Source: an optimization exercise on an open RTL-to-GDS flow (aim: small area and a short achievable clock period). Production flows keep margins and buffers that such runs may drop. RTL that was checked went through simulation tests only; none was proved equivalent to the original. The clock port is modelled as an ideal driver, which makes a skipped or thinned clock tree look cheaper than it is; a real chip needs a root buffer or a tree. No activity file was given, so power comes from the tool's default toggle rates.

== main ==
## axi_csr_fifo_top
module axi_csr_fifo_top #(
    parameter ADDR_WIDTH = 12,
    parameter DATA_WIDTH = 32,
    parameter FIFO_DEPTH = 16
)(
    input  wire                         ACLK,
    input  wire                         ARESETn,
    input  wire [ADDR_WIDTH - 1:0]      S_AXI_AWADDR,
    input  wire                         S_AXI_AWVALID,
    output wire                         S_AXI_AWREADY,
    input  wire [DATA_WIDTH - 1:0]      S_AXI_WDATA,
    input  wire [(DATA_WIDTH/8) - 1:0]  S_AXI_WSTRB,
    input  wire                         S_AXI_WVALID,
    output wire                         S_AXI_WREADY,
    output wire [1:0]                   S_AXI_BRESP,
    output wire                         S_AXI_BVALID,
    input  wire                         S_AXI_BREADY,
    input  wire [ADDR_WIDTH - 1:0]      S_AXI_ARADDR,
    input  wire                         S_AXI_ARVALID,
    output wire                         S_AXI_ARREADY,
    output wire [DATA_WIDTH - 1:0]      S_AXI_RDATA,
    output wire [1:0]                   S_AXI_RRESP,
    output wire                         S_AXI_RVALID,
    input  wire                         S_AXI_RREADY,
    input  wire                         wr_en,
    input  wire                         rd_en,
    input  wire [DATA_WIDTH - 1:0]      data_in,
    output reg  [DATA_WIDTH - 1:0]      data_out
);
Size: ~1100 cells after synthesis, about 630 flip-flops, about 170 I/O pins, roughly 24000 sq um of cells after synthesis.
==> module axi_csr_fifo_top, before the edit <==
module axi_csr_fifo_top #(
    parameter ADDR_WIDTH = 12,
    parameter DATA_WIDTH = 32,
    parameter FIFO_DEPTH = 16
)(
    input  wire                         ACLK,
    input  wire                         ARESETn,
    input  wire [ADDR_WIDTH - 1:0]      S_AXI_AWADDR,
    input  wire                         S_AXI_AWVALID,
    output wire                         S_AXI_AWREADY,
    input  wire [DATA_WIDTH - 1:0]      S_AXI_WDATA,
    input  wire [(DATA_WIDTH/8) - 1:0]  S_AXI_WSTRB,
    input  wire                         S_AXI_WVALID,
    output wire                         S_AXI_WREADY,
    output wire [1:0]                   S_AXI_BRESP,
    output wire                         S_AXI_BVALID,
    input  wire                         S_AXI_BREADY,
    input  wire [ADDR_WIDTH - 1:0]      S_AXI_ARADDR,
    input  wire                         S_AXI_ARVALID,
    output wire                         S_AXI_ARREADY,
    output wire [DATA_WIDTH - 1:0]      S_AXI_RDATA,
    output wire [1:0]                   S_AXI_RRESP,
    output wire                         S_AXI_RVALID,
    input  wire                         S_AXI_RREADY,
    input  wire                         wr_en,
    input  wire                         rd_en,
    input  wire [DATA_WIDTH - 1:0]      data_in,
    output reg  [DATA_WIDTH - 1:0]      data_out
);
    reg        wready;
    reg        aw_en;
    reg        bvalid;
    reg        bresp1;
    reg [31:0] control;
    wire accept   = !wready && S_AXI_AWVALID && S_AXI_WVALID && aw_en;
    wire wr_fire  = wready && S_AXI_AWVALID && S_AXI_WVALID;
    wire bhs      = bvalid && S_AXI_BREADY;
    wire aw_is0   = (S_AXI_AWADDR == 12'h000);
    always @(posedge ACLK or negedge ARESETn) begin
        if (!ARESETn) begin
            wready <= 1'b0;
            aw_en  <= 1'b1;
            bvalid <= 1'b0;
        end else begin
            wready <= accept;
            if (accept)
                aw_en <= 1'b0;
            else if (bhs)
                aw_en <= 1'b1;
            if (wr_fire && !bvalid)
                bvalid <= 1'b1;
            else if (bhs)
                bvalid <= 1'b0;
        end
    end
    always @(posedge ACLK)
        if (wr_fire && !bvalid)
            bresp1 <= !aw_is0;
    integer b;
    always @(posedge ACLK or negedge ARESETn) begin
        if (!ARESETn)
            control <= 32'h0;
        else if (wr_fire && aw_is0)
            for (b = 0; b < 4; b = b + 1)
                if (S_AXI_WSTRB[b])
                    control[b*8 +: 8] <= S_AXI_WDATA[b*8 +: 8];
    end
    assign S_AXI_AWREADY = wready;
    assign S_AXI_WREADY  = wready;
    assign S_AXI_BVALID  = bvalid;
    assign S_AXI_BRESP   = {bresp1, 1'b0};
    reg [31:0] mem [0:15];
    reg [3:0]  wp, rp;
    reg        full, empty;
    wire       cs    = control[0];
    wire [3:0] diff  = wp - rp;
    wire [4:0] level = {full, diff};
    wire       we    = cs && wr_en && !full;
    wire       re    = cs && rd_en && !empty;
    always @(posedge ACLK or negedge ARESETn) begin
        if (!ARESETn) begin
            wp    <= 4'd0;
            rp    <= 4'd0;
            full  <= 1'b0;
            empty <= 1'b1;
        end else begin
            if (we) wp <= wp + 4'd1;
            if (re) rp <= rp + 4'd1;
            if (we && !re) begin
                full  <= (diff == 4'd15);
                empty <= 1'b0;
            end else if (re && !we) begin
                full  <= 1'b0;
                empty <= (diff == 4'd1);
            end
        end
    end
    always @(posedge ACLK)
        if (we)
            mem[wp] <= data_in;
    always @(posedge ACLK or negedge ARESETn) begin
        if (!ARESETn)
            data_out <= 32'h0;
        else if (re)
            data_out <= mem[rp];
    end
    reg        arready;
    reg        rvalid;
    reg        rresp1;
    reg [31:0] rdata;
    wire rd_fire = arready && S_AXI_ARVALID && !rvalid;
    wire ar_lo   = (S_AXI_ARADDR[11:4] == 8'h00) && (S_AXI_ARADDR[1:0] == 2'b00);
    wire ar_is0  = ar_lo && (S_AXI_ARADDR[3:2] == 2'd0);
    wire ar_is4  = ar_lo && (S_AXI_ARADDR[3:2] == 2'd1);
    wire ar_is8  = ar_lo && (S_AXI_ARADDR[3:2] == 2'd2);
    wire [31:0] status_v = {16'd0, 3'd0, level, 6'd0, full, empty};
    wire [31:0] level_v  = {27'd0, level};
    wire [31:0] rd_val   = ({32{ar_is0}} & control) |
                           ({32{ar_is4}} & status_v) |
                           ({32{ar_is8}} & level_v);
    always @(posedge ACLK or negedge ARESETn) begin
        if (!ARESETn) begin
            arready <= 1'b0;
            rvalid  <= 1'b0;
        end else begin
            arready <= !arready && S_AXI_ARVALID && !rvalid;
            if (rd_fire)
                rvalid <= 1'b1;
            else if (rvalid && S_AXI_RREADY)
                rvalid <= 1'b0;
        end
    end
    always @(posedge ACLK)
        if (rd_fire) begin
            rdata  <= rd_val;
            rresp1 <= !(ar_is0 || ar_is4 || ar_is8);
        end
    assign S_AXI_ARREADY = arready;
    assign S_AXI_RVALID  = rvalid;
    assign S_AXI_RDATA   = rdata;
    assign S_AXI_RRESP   = {rresp1, 1'b0};
endmodule
export LEC_CHECK = 0
export CAP_MARGIN = 20
export CORE_MARGIN = 2
export CORE_UTILIZATION = 40
export SETUP_SLACK_MARGIN = 3.1
export SLEW_MARGIN = 20
create_clock -name core_clock -period 5.0 [get_ports {ACLK}]
standard.sh (not shown) runs the stock make flow with config.mk's settings and CLKGATE_MAP_FILE= SYNTH_SCRIPT=/design/flow/synth_recipe.tcl, a recipe that flattens the netlist after the stock synthesis.
==> flow/flow/run.sh <==
#!/bin/bash
# The standard layout, with two changes:
#  - ports are buffered with buf_2 instead of the default pick;
#  - the clock tree is a balanced two-level tree built by flow/pre_cts.tcl
#    (4 root buffers fed by the clock port, each driving leaf buffers that
#    drive equal-sized spatial clusters of flip-flops).
set -euo pipefail
here=$(pwd)
export PRE_CTS_TCL=$here/flow/pre_cts.tcl
export BUFFER_PORTS_ARGS="-buffer_cell sky130_fd_sc_hd__buf_2"
bash standard.sh > standard.log 2>&1
Other scripts of this flow, unchanged in this note and not shown: flow/flow/clock_tree.tcl, flow/flow/pre_cts.tcl
> inputs changed (main -> the feature branch)
--- a/flow/design.v
+++ b/flow/design.v
@@ -30,15 +30,15 @@
 );
     reg        wready;
     reg        aw_en;
     reg        bvalid;
     reg        bresp1;
+    reg        aw_is0;       
     reg [31:0] control;
-    wire accept   = !wready && S_AXI_AWVALID && S_AXI_WVALID && aw_en;
-    wire wr_fire  = wready && S_AXI_AWVALID && S_AXI_WVALID;
-    wire bhs      = bvalid && S_AXI_BREADY;
-    wire aw_is0   = (S_AXI_AWADDR == 12'h000);
+    wire accept  = !wready && S_AXI_AWVALID && S_AXI_WVALID && aw_en;
+    wire wr_fire = wready && S_AXI_AWVALID && S_AXI_WVALID;
+    wire bhs     = bvalid && S_AXI_BREADY;
     always @(posedge ACLK or negedge ARESETn) begin
         if (!ARESETn) begin
             wready <= 1'b0;
             aw_en  <= 1'b1;
             bvalid <= 1'b0;
@@ -52,13 +52,16 @@
                 bvalid <= 1'b1;
             else if (bhs)
                 bvalid <= 1'b0;
         end
     end
-    always @(posedge ACLK)
+    always @(posedge ACLK) begin
+        if (accept)
+            aw_is0 <= (S_AXI_AWADDR == 12'h000);
         if (wr_fire && !bvalid)
             bresp1 <= !aw_is0;
+    end
     integer b;
     always @(posedge ACLK or negedge ARESETn) begin
         if (!ARESETn)
             control <= 32'h0;
         else if (wr_fire && aw_is0)
@@ -97,36 +100,48 @@
         end
     end
     always @(posedge ACLK)
         if (we)
             mem[wp] <= data_in;
+    reg [31:0] rd_next;
+    integer k;
+    always @(*) begin
+        rd_next = {32{!re}} & data_out;
+        for (k = 0; k < 16; k = k + 1)
+            rd_next = rd_next | ({32{re && (rp == k)}} & mem[k]);
+    end
     always @(posedge ACLK or negedge ARESETn) begin
         if (!ARESETn)
             data_out <= 32'h0;
-        else if (re)
-            data_out <= mem[rp];
+        else
+            data_out <= rd_next;
     end
     reg        arready;
     reg        rvalid;
     reg        rresp1;
+    reg        ar_is0, ar_is4, ar_is8;    
     reg [31:0] rdata;
+    wire ar_take = !arready && S_AXI_ARVALID && !rvalid;
     wire rd_fire = arready && S_AXI_ARVALID && !rvalid;
     wire ar_lo   = (S_AXI_ARADDR[11:4] == 8'h00) && (S_AXI_ARADDR[1:0] == 2'b00);
-    wire ar_is0  = ar_lo && (S_AXI_ARADDR[3:2] == 2'd0);
-    wire ar_is4  = ar_lo && (S_AXI_ARADDR[3:2] == 2'd1);
-    wire ar_is8  = ar_lo && (S_AXI_ARADDR[3:2] == 2'd2);
+    always @(posedge ACLK)
+        if (ar_take) begin
+            ar_is0 <= ar_lo && (S_AXI_ARADDR[3:2] == 2'd0);
+            ar_is4 <= ar_lo && (S_AXI_ARADDR[3:2] == 2'd1);
+            ar_is8 <= ar_lo && (S_AXI_ARADDR[3:2] == 2'd2);
+        end
     wire [31:0] status_v = {16'd0, 3'd0, level, 6'd0, full, empty};
     wire [31:0] level_v  = {27'd0, level};
     wire [31:0] rd_val   = ({32{ar_is0}} & control) |
                            ({32{ar_is4}} & status_v) |
                            ({32{ar_is8}} & level_v);
     always @(posedge ACLK or negedge ARESETn) begin
         if (!ARESETn) begin
             arready <= 1'b0;
             rvalid  <= 1'b0;
         end else begin
-            arready <= !arready && S_AXI_ARVALID && !rvalid;
+            arready <= ar_take;
             if (rd_fire)
                 rvalid <= 1'b1;
             else if (rvalid && S_AXI_RREADY)
                 rvalid <= 1'b0;
         end
### Flow results
Diff main -> the feature branch: number of register bits inferred by synthesis went up about 0.64%; average size of a mapped cell fell by 14%. main reports its critical-path cell with the highest stage delay as sky130_fd_sc_hd__nor3b_4 while the feature branch reports sky130_fd_sc_hd__dfrtp_2. Endpoint of the worst setup timing path: mem[2][19] -> main, data_out[21] -> the feature branch. Compared with main, in the feature branch register clock-pin slew on the reported worst setup and hold paths stayed essentially flat; via count has increased; switching share of power barely changed; delay of the slowest cell on the worst path up 0.21 ns. Main combinational cell family by area after synthesis: compound AO/OA/AOI/OAI gates -> the feature branch, multiplexers -> main. Total met2 wirelength after detailed routing sits higher in the feature branch than in main. Diff main -> the feature branch | total area of multi-input combinational cells | down by a few percent. The feature branch vs main — detailed-route vias per instance rose 8.3%.
The RTL of the feature branch was laid out without a check of its function. In every run of this note, the design's own scripts or RTL, not TritonCTS, make the clock network.

re-timing with driven ports:
How much do the figures lean on ideal ports? The routed layouts below were timed once more, with nothing changed but the port constraints. Step 1 sets driving cells, clkbuf_16 on the clock port and buf_2 on the other inputs (assumed; they add their load-dependent delay and slew). Step 2, shift: input delay + t, output delay - t, t = (earliest + latest rising clock arrival at the registers) / 2. This alone moves slack from input paths to output paths. a / b / c = ideal / step 1 / step 2; a / b = the first two.
| run | t, ns | slack for setup (ns) | hold slack, ns | slew at the worst register clock pin (ns) | worst slew at a driven data input, ns |
|---|---|---|---|---|---|
| main | 0.493 | 2.702 / 2.776 / 2.283 | 0.505 / 0.505 / 0.505 | 0.09 / 0.09 | 0.09 |
| the feature branch | 0.505 | 2.824 / 2.823 / 2.435 | 0.487 / 0.487 / 0.487 | 0.10 / 0.10 | 0.13 |
After both steps setup and hold are still met in every run listed. The setup slack of main, which loses most, moves by +0.074 ns with the drivers and by -0.419 ns with both steps.
